Context: an optimization exercise on an open-source flow, tuned for small area, a short achievable clock period and few clock cycles. The choices shown serve that exercise and are no tape-out recipe. At most, simulation tests tie the RTL to the original design; equivalence was not proved. No activity file was given, so power comes from the tool's default toggle rates.

// drawLine
module drawLine
    (
        output logic [18:0] addr  ,
        output logic [31:0] data  ,
        output logic        wr    ,
        input  logic        busy  ,
        input  logic        clk   ,
        input  logic        reset ,
        input  logic        clk_en,
        input  logic        start ,
        output logic        done  ,
        input  logic [31:0] dataa ,
        input  logic [31:0] datab ,
        input  logic  [7:0] n     ,
        output logic [31:0] result
    );
Size in the first run: roughly 160 I/O pins, roughly 7400 µm² of cells after synthesis.
==> flow/config.mk <==
export PLATFORM = sky130hd
export DESIGN_NAME = drawLine
export DESIGN_NICKNAME = drawLine
export VERILOG_FILES = /design/flow/design.v
export SDC_FILE = /design/flow/constraint.sdc
export NUM_CORES = 4
export LEC_CHECK = 0
export ABC_CLOCK_PERIOD_IN_PS = 2500
export CAP_MARGIN = 20
export CORE_MARGIN = 2
export CORE_UTILIZATION = 40
export PLACE_DENSITY = 0.6
export SETUP_SLACK_MARGIN = 2.9
export SLEW_MARGIN = 20
==> flow/constraint.sdc <==
create_clock -name core_clock -period 6.0 [get_ports {clk}]
set_input_delay 1.2000 -clock core_clock [delete_from_list [all_inputs] [get_ports {clk}]]
set_output_delay 1.2000 -clock core_clock [all_outputs]
set_load 0.01 [all_outputs]
standard.sh (not shown) runs the stock make flow with config.mk's settings and CLKGATE_MAP_FILE= SYNTH_SCRIPT=/design/flow/synth_recipe.tcl, a recipe that flattens the netlist after the stock synthesis.
==> flow/flow/run.sh <==
#!/bin/bash
# Standard layout, with the port buffers made of the smallest buffer cell
# (the resizer upsizes them where timing needs it).
set -euo pipefail
export BUFFER_PORTS_ARGS="-buffer_cell sky130_fd_sc_hd__buf_1"
bash standard.sh finish > make_finish.log 2>&1
Testbench counts at the start, summed over its fixed seeds: cycles 75,107.
Change:
- CORE_UTILIZATION: 40 -> 45
=> Total power drops by 5.3%; via count drops by 1.2%; die area drops by 11%.
Change:
- CORE_UTILIZATION: 45 -> 40
- PLACE_DENSITY: 0.6 -> 0.7
After rerunning: Worst setup slack gains 0.0041 ns; power goes up by about 0.5%; combinational power is about the same; fmax barely changes; clock-buffer cell count goes up by 4; routed wire length goes up by 0.39%; sequential power hardly moves; global-route usage goes down by 2.9 points; sequential share of layout area is about the same.
Change:
- SETUP_SLACK_MARGIN: 2.9 -> 3.0
Result: Setup slack is better by 0.0065 ns. Final area climbs slightly. Critical path depth climbs by 1. Via count is about the same. Non-clock buffer count climbs by 6. Wire length hardly moves.

* * *

== job 101 ==
Starting RTL as in the previous note.
==> flow/design.v (excerpt) <==
module drawLine
    (
        output logic [18:0] addr  ,
        output logic [31:0] data  ,
        output logic        wr    ,
        input  logic        busy  ,
        input  logic        clk   ,
        input  logic        reset ,
        input  logic        clk_en,
        input  logic        start ,
        output logic        done  ,
        input  logic [31:0] dataa ,
        input  logic [31:0] datab ,
        input  logic  [7:0] n     ,
        output logic [31:0] result
    );
    logic        sa, sb, sc, sd, se, sf, sg, sw, run;   
    logic        single;                            
    logic        first;                             
    logic        steep, sgx, sgy;
    logic [10:0] freg;
    logic  [9:0] cnt;
    wire [9:0] rp = result[9:0];
    wire [9:0] rq = result[29:20];
    wire idle = ~(sa | sb | sc | sd | se | sf | sg | sw | run);
    wire [9:0] x0 = dataa[9:0];
    wire [9:0] y0 = dataa[19:10];
    wire [9:0] x1 = dataa[29:20];
    wire [9:0] y1 = datab[9:0];
    wire       empty = (x0 == x1) && (y0 == y1) && (n != 8'd0);
    logic       cci;
    wire [11:0] ccw = {1'b0, cnt, 1'b1} + {1'b0, ~rq, cci};
    wire        ccout = ccw[11];
    wire  [9:0] cc = ccw[10:1];
    wire        g    = ~freg[10];               
    logic       sbc;                            
    wire        fsel = sbc | g;
    wire        fci  = sb | g;
    wire [10:0] fop  = fsel ? ~{1'b0, rp} : {1'b0, rq};
    wire [11:0] fsw  = {freg, 1'b1} + {fop, fci};
    wire [10:0] fs   = fsw[11:1];
    wire  [9:0] bigD = steep ? rq : cnt;
  ...
clock: 6.0 ns
lec_check: 0
abc_clock_period_in_ps: 2500
cap_margin: 20
core_margin: 2
core_utilization: 40
place_density: 0.6
setup_slack_margin: 3.05
slew_margin: 20
Scripts as last shown in full above: flow/flow/run.sh
Testbench counts of job 101, summed over its fixed seeds: cycles 75,107.
Relative to job 101, the following input files were edited for job 102:
# job 101
export LEC_CHECK = 0
export ABC_CLOCK_PERIOD_IN_PS = 2500
export CAP_MARGIN = 20
export CORE_MARGIN = 2
export CORE_UTILIZATION = 40
export PLACE_DENSITY = 0.6
export SETUP_SLACK_MARGIN = 3.05
export SLEW_MARGIN = 20
create_clock -name core_clock -period 6.0 [get_ports {clk}]
# job 102
export LEC_CHECK = 0
export ABC_CLOCK_PERIOD_IN_PS = 2500
export CAP_MARGIN = 20
export CORE_MARGIN = 2
export CORE_UTILIZATION = 40
export PLACE_DENSITY = 0.6
export SETUP_SLACK_MARGIN = 3.1
export SLEW_MARGIN = 20
create_clock -name core_clock -period 6.0 [get_ports {clk}]
==> run summary <==
In the metrics for job 102 and job 101, the one carrying the higher internal power of the cells is job 102. Compared job 101 against job 102; first-pass GRT wire length within noise. Between job 102 and job 101, it is job 102 whose detailed route wirelength on metal2 is lower, by 1.2%. Total track usage: job 102 vs job 101 up 0.17 points. Switching power share of the total: job 102 vs job 101 down 0.40 points.
Edits applied to the flow inputs when going from job 102 to job 103:
# job 102
export LEC_CHECK = 0
export ABC_CLOCK_PERIOD_IN_PS = 2500
export CAP_MARGIN = 20
export CORE_MARGIN = 2
export CORE_UTILIZATION = 40
export PLACE_DENSITY = 0.6
export SETUP_SLACK_MARGIN = 3.1
export SLEW_MARGIN = 20
create_clock -name core_clock -period 6.0 [get_ports {clk}]
# job 103
export LEC_CHECK = 0
export ABC_CLOCK_PERIOD_IN_PS = 2500
export CAP_MARGIN = 20
export CORE_MARGIN = 2
export CORE_UTILIZATION = 40
export PLACE_DENSITY = 0.6
export SETUP_SLACK_MARGIN = 3.0
export SLEW_MARGIN = 20
create_clock -name core_clock -period 6.0 [get_ports {clk}]
- Job 103 reached the end of the flow, and the finished layout is clean on the timing, DRC and antenna checks.
- [compare] base=job 102 new=job 103: headroom to the max-slew limit moved down; sequential power essentially unchanged; first-pass iteration count of the detailed router flat.
diff inputs: job 103 => job 104
# job 103
export LEC_CHECK = 0
export ABC_CLOCK_PERIOD_IN_PS = 2500
export CAP_MARGIN = 20
export CORE_MARGIN = 2
export CORE_UTILIZATION = 40
export PLACE_DENSITY = 0.6
export SETUP_SLACK_MARGIN = 3.0
export SLEW_MARGIN = 20
create_clock -name core_clock -period 6.0 [get_ports {clk}]
# job 104
export LEC_CHECK = 0
export ABC_CLOCK_PERIOD_IN_PS = 2500
export CAP_MARGIN = 20
export CORE_MARGIN = 2
export CORE_UTILIZATION = 45
export PLACE_DENSITY = 0.6
export SETUP_SLACK_MARGIN = 3.0
export SLEW_MARGIN = 20
create_clock -name core_clock -period 6.0 [get_ports {clk}]
--- outcome ---
Job 103 and job 104 ended up with roughly the same sequential share of layout area. Per the comparison of job 104 with job 103, clock period minus final worst setup slack now sits lower, final worst setup slack now sits higher. Diff job 103 -> job 104: final cell count went down by 8, net switching power went down by 2.6%, global-route wire length before repair went up by 1.0%, growth of design area from synthesis to finish went up by 0.31 points, fmax went up by about 0.32%. Status | job 104 and job 103 | clean. Going from job 103 to job 104, max-slew headroom at the worst pin grows by 1.2 points. Compared with job 103, job 104 shows a lower combinational share of power.

* * *

== old ==
drawLine, a different RTL version from the one above (not shown whole).
Size in the first run: roughly 88 flip-flops, about 160 I/O pins, ~8300 um^2 of cells after synthesis.
clock: 6.0 ns
lec_check: 0
abc_clock_period_in_ps: 2500
cap_margin: 20
core_margin: 2
core_utilization: 60
place_density: 0.7
setup_slack_margin: 2.9
slew_margin: 20
Scripts as last shown in full above: flow/flow/run.sh
The inputs of new differ from those of old as listed below.
Settings: a change of SETUP_SLACK_MARGIN from 2.9 to 2.5; a change of PLACE_DENSITY from 0.7 to 0.6; a change of CORE_UTILIZATION from 60 to 40.
Results
Clock-buffer cell count delta for new relative to old: 1 higher. Run comparison: new highest-delay cell along the critical path or3b_2; old highest-delay cell along the critical path edfxtp_1. Compared with old, new has less setup slack. Of old and new, the lower total wire length after detailed routing belongs to new.
Function was not checked in any run of this note: the RTL went through the layout flow alone.

* * *

== v48 ==
drawLine, a different RTL version from the one above (not shown whole).
Size in the first run: ~850 cells after synthesis, about 87 flip-flops, roughly 160 I/O pins, about 0.0073 mm^2 of cells after synthesis.
Settings: LEC_CHECK=0, ABC_CLOCK_PERIOD_IN_PS=2500, CAP_MARGIN=20, CORE_MARGIN=2, CORE_UTILIZATION=55, CTS_BUF_LIST=sky130_fd_sc_hd__clkbuf_4 sky130_fd_sc_hd__clkbuf_8, CTS_CLUSTER_SIZE=30, PLACE_DENSITY=0.65, SETUP_SLACK_MARGIN=2.9, SLEW_MARGIN=20; clock period 6.0 ns.
Scripts as last shown in full above: flow/flow/run.sh
Input-level comparison between v33 and v48:
- a deleted CTS_CLUSTER_SIZE that had been 30
- a change of SETUP_SLACK_MARGIN from 2.9 to 2.7
- a change of PLACE_DENSITY from 0.65 to 0.6
- a deleted CTS_BUF_LIST that had been sky130_fd_sc_hd__clkbuf_4 sky130_fd_sc_hd__clkbuf_8
- a change of CORE_UTILIZATION from 55 to 40
--- outcome ---
Clock slew at the register clock pins of the worst setup and hold paths (v33 over v48): decrease, 0.03 ns
Looking only at final clock period utilization by the worst path, and setting everything else aside, the higher value of v48 and v33 goes to v48.
v33 vs v48, timing startpoint of the critical path: sb vs steep
Re via count: v48 was higher than v33.
Side by side, part of the power in registers turned out lower in v33 than in v48.
#### Input delta (v20 over v33)
- changing SETUP_SLACK_MARGIN from 2.7 to 2.9
Notes after the runs:
In summary, v20 completed successfully, with a layout that passed the timing, DRC and antenna checks.
Static leakage (lower): v33
met1 routed wirelength after detailed routing in v20 is about 4% higher than in v33
v20 has post-route fraction of the period consumed by the critical path below what v33 had.
No functional check of the RTL was part of any run of this note.

* * *

The RTL this note starts from:
==> flow/design.v <==
module drawLine
    (
        output logic [18:0] addr  ,
        output logic [31:0] data  ,
        output logic        wr    ,
        input  logic        busy  ,
        input  logic        clk   ,
        input  logic        reset ,
        input  logic        clk_en,
        input  logic        start ,
        output logic        done  ,
        input  logic [31:0] dataa ,
        input  logic [31:0] datab ,
        input  logic  [7:0] n     ,
        output logic [31:0] result
    );
    logic        sa, sb, sc, se, sf, sg, sw, run;   
    logic        single;                            
    logic        first;                             
    logic        steep, sgx, sgy;
    logic [10:0] freg;
    logic  [9:0] cnt;
    wire [9:0] rp = result[9:0];
    wire [9:0] rq = result[29:20];
    wire idle = ~(sa | sb | sc | se | sf | sg | sw | run);
    wire [9:0] x0 = dataa[9:0];
    wire [9:0] y0 = dataa[19:10];
    wire [9:0] x1 = dataa[29:20];
    wire [9:0] y1 = datab[9:0];
    wire       empty = (x0 == x1) && (y0 == y1) && (n != 8'd0);
    logic       cci;
    wire [11:0] ccw = {1'b0, cnt, 1'b1} + {1'b0, ~rq, cci};
    wire        ccout = ccw[11];
    wire  [9:0] cc = ccw[10:1];
    wire        g    = ~freg[10];               
    logic       sbc;                            
    wire        fsel = sbc | g;
    wire        fci  = sb | g;
    wire [10:0] fop  = fsel ? ~{1'b0, rp} : {1'b0, rq};
    wire [11:0] fsw  = {freg, 1'b1} + {fop, fci};
    wire [10:0] fs   = fsw[11:1];
    wire  [9:0] bigD = steep ? rq : cnt;
    logic       mxs, mys;                       
    wire        mx  = g ? ~first : mxs;
    wire        my  = g ? ~first : mys;
    wire        xn  = mx & sgx;
    wire        h0  = my ^ xn;
    wire        h1  = my ? sgy : xn;
    wire        h2  = my ? ~sgy : xn;
    wire [18:0] addend = {{9{h1}}, h2, h1, h0, {6{xn}}, mx}
                       | {2'b00, rp & {10{sb}}, 7'd0}
                       | {9'd0, rq[9:7] & {3{sc}}, 7'd0};
    wire [18:0] asum = addr + addend;
    wire issue = ~busy;
    wire start_e = idle & start;
    wire ev_run  = (sg | run) & issue;           
    wire last    = (cnt == 10'd1);
    wire ev_one  = ((sc & single) | sw) & issue;  
    wire fin     = (ev_run & last) | ev_one;      
    wire fin_ld  = ((sg | run) & last) | (sc & single) | sw;
    wire        en_cnt  = start_e | sc | (sf & steep) | ev_run;
    wire  [9:0] d_cnt   = (sg | run) ? cnt - 10'd1 :
                          sc ? cc ^ {10{sgx}} :
                          sf ? rq : x1;
    wire        en_freg = start_e | sb | sc | sf | sg | (run & issue & ~first);
    wire [10:0] d_freg  = sf ? ~{2'b00, bigD[9:1]} :
                          idle ? {1'b0, y1} : fs;
    wire        en_addr = start_e | sb | sc | (run & issue);
    wire [18:0] d_addr  = idle ? {y0, 2'b00, x0[6:0]} : asum;
    wire        en_rp   = sa | sb | sf | fin_ld;
    wire  [9:0] d_rp    = sa ? y0 : sb ? 10'd0 : sf ? cc ^ {10{steep}} : datab[9:0];
    wire        en_rq   = sa | (sc & ~single) | (sf & steep) | fin_ld;
    wire  [9:0] d_rq    = sa ? x0 : (sc & ~single) ? fs[9:0] ^ {10{freg[10]}} : sf ? cnt : datab[29:20];
    wire        en_col  = sa | fin_ld;
    assign data = {22'd0, result[19:10]};
    always_ff @(posedge clk) begin
        if (reset) begin
            sa     <= 1'b0;
            sb     <= 1'b0;
            sc     <= 1'b0;
            se     <= 1'b0;
            sf     <= 1'b0;
            sg     <= 1'b0;
            sw     <= 1'b0;
            run    <= 1'b0;
            wr     <= 1'b0;
            done   <= 1'b0;
            result <= 32'd0;
        end else if (clk_en) begin
            sa   <= start_e & ~empty;
            sb   <= sa;
            sc   <= sb;
            se   <= sc & ~single;
            sf   <= se;
            sg   <= sf;
            sw   <= ((sc & single) | sw) & ~issue;
            run  <= (sg | run) & ~(issue & last);
            wr   <= ev_run | ev_one;
            done <= (start_e & empty) | fin;
            if (en_rp)  result[9:0]   <= d_rp;
            if (en_col) result[19:10] <= datab[19:10];
            if (en_rq)  result[29:20] <= d_rq;
            if (fin_ld) result[31:30] <= datab[31:30];
        end
    end
    always_ff @(posedge clk) begin
        if (clk_en) begin
            if (start_e) begin
                single <= (n == 8'd0);
            end
            cci <= sa | ((sb | se) & ccout);
            sbc <= sa | sb;
            if (start_e | ev_run)
                first <= start_e;
            if (start_e | (ev_run & first)) begin
                mxs <= ~start_e & ~steep;
                mys <= ~start_e & steep;
            end
            if (sb)
                sgx <= ~ccout;
            if (sc)
                sgy <= freg[10];
            if (se)
                steep <= ~ccout;
            if (en_cnt)
                cnt <= d_cnt;
            if (en_freg)
                freg <= d_freg;
            if (en_addr)
                addr <= d_addr;
        end
    end
endmodule
clock: 6.0 ns
lec_check: 0
abc_clock_period_in_ps: 2500
cap_margin: 20
core_margin: 2
core_utilization: 40
place_density: 0.6
setup_slack_margin: 2.9
slew_margin: 20
Scripts as last shown in full above: flow/flow/run.sh
The baseline completed with no timing, DRC or antenna violations.
Edit:
Settings changed: SETUP_SLACK_MARGIN 2.9 to 3.1.
Outcome: Cell count goes up by 1.3%. Total power goes up by 4.6%. Register-to-register slack loses 50 ps. Via count goes up by 1.3%. Worst setup slack loses 49 ps. First-iteration DRC count goes up by 28%. Routed wire length goes up by 1.1%. Clock-buffer cell count does not change. Synthesized cell count is unchanged. Worst hold slack gains 5.0 ps. Clock power goes up by about 3%.
No run of this note included a check of the RTL's function; only the layout flow was run.

[separate check: timing with driven ports]
In the flow no input, the clock included, has a driving cell. The finished layouts below were timed again as built, in two steps.
Step 1 sets driving cells, clkbuf_16 on the clock port and buf_2 on the other inputs (assumed; they add their load-dependent delay and slew).
Step 2 adds t to the input delays and takes it off the output delays; t is the mean of the earliest and latest rising clock arrival at the registers after step 1. Input paths then give back, and output paths get back, about the clock's delay inside the block.
Slacks: no drivers / after step 1 / after step 2; pairs: no drivers / after step 1.
run | t (ns) | slack for setup (ns) | hold slack, ns | worst setup path at the end | cell pins on the clock port's net
the first run of note 1 | 0.392 | 2.950 / 2.950 / 2.950 | 0.454 / 0.454 / 0.454 | register to register | 1
the second run of note 1 | 0.392 | 2.928 / 2.928 / 2.928 | 0.456 / 0.456 / 0.456 | register to register | 1
the third run of note 1 | 0.397 | 2.932 / 2.932 / 2.932 | 0.460 / 0.460 / 0.460 | register to register | 1
the fourth run of note 1 | 0.389 | 2.938 / 2.938 / 2.938 | 0.456 / 0.456 / 0.456 | register to register | 1
job 101 | 0.394 | 3.069 / 3.069 / 3.032 | 0.459 / 0.459 / 0.459 | input to register | 1
job 102 | 0.396 | 3.008 / 3.008 / 2.987 | 0.459 / 0.459 / 0.459 | input to register | 1
job 103 | 0.400 | 2.991 / 2.991 / 2.991 | 0.459 / 0.459 / 0.459 | register to register | 1
job 104 | 0.391 | 3.001 / 3.001 / 3.001 | 0.461 / 0.461 / 0.461 | register to register | 1
old | 0.391 | 2.682 / 2.682 / 2.458 | 0.476 / 0.476 / 0.476 | input to register | 1
new | 0.399 | 2.591 / 2.591 / 2.457 | 0.489 / 0.489 / 0.489 | input to register | 1
v48 | 0.429 | 2.757 / 2.757 / 2.757 | 0.511 / 0.511 / 0.511 | register to register | 1
v33 | 0.398 | 2.766 / 2.766 / 2.766 | 0.497 / 0.497 / 0.497 | register to register | 1
v20 | 0.405 | 2.822 / 2.822 / 2.764 | 0.497 / 0.497 / 0.497 | input to register | 1
the first run of note 5 | 0.405 | 2.696 / 2.696 / 2.696 | 0.459 / 0.459 / 0.459 | register to register | 1
the second run of note 5 | 0.406 | 2.647 / 2.647 / 2.647 | 0.464 / 0.464 / 0.464 | register to register | 1
After both steps setup and hold are still met in every run listed. The setup slack of old, which loses most, moves by 0.000 ns with the drivers and by -0.224 ns with both steps.
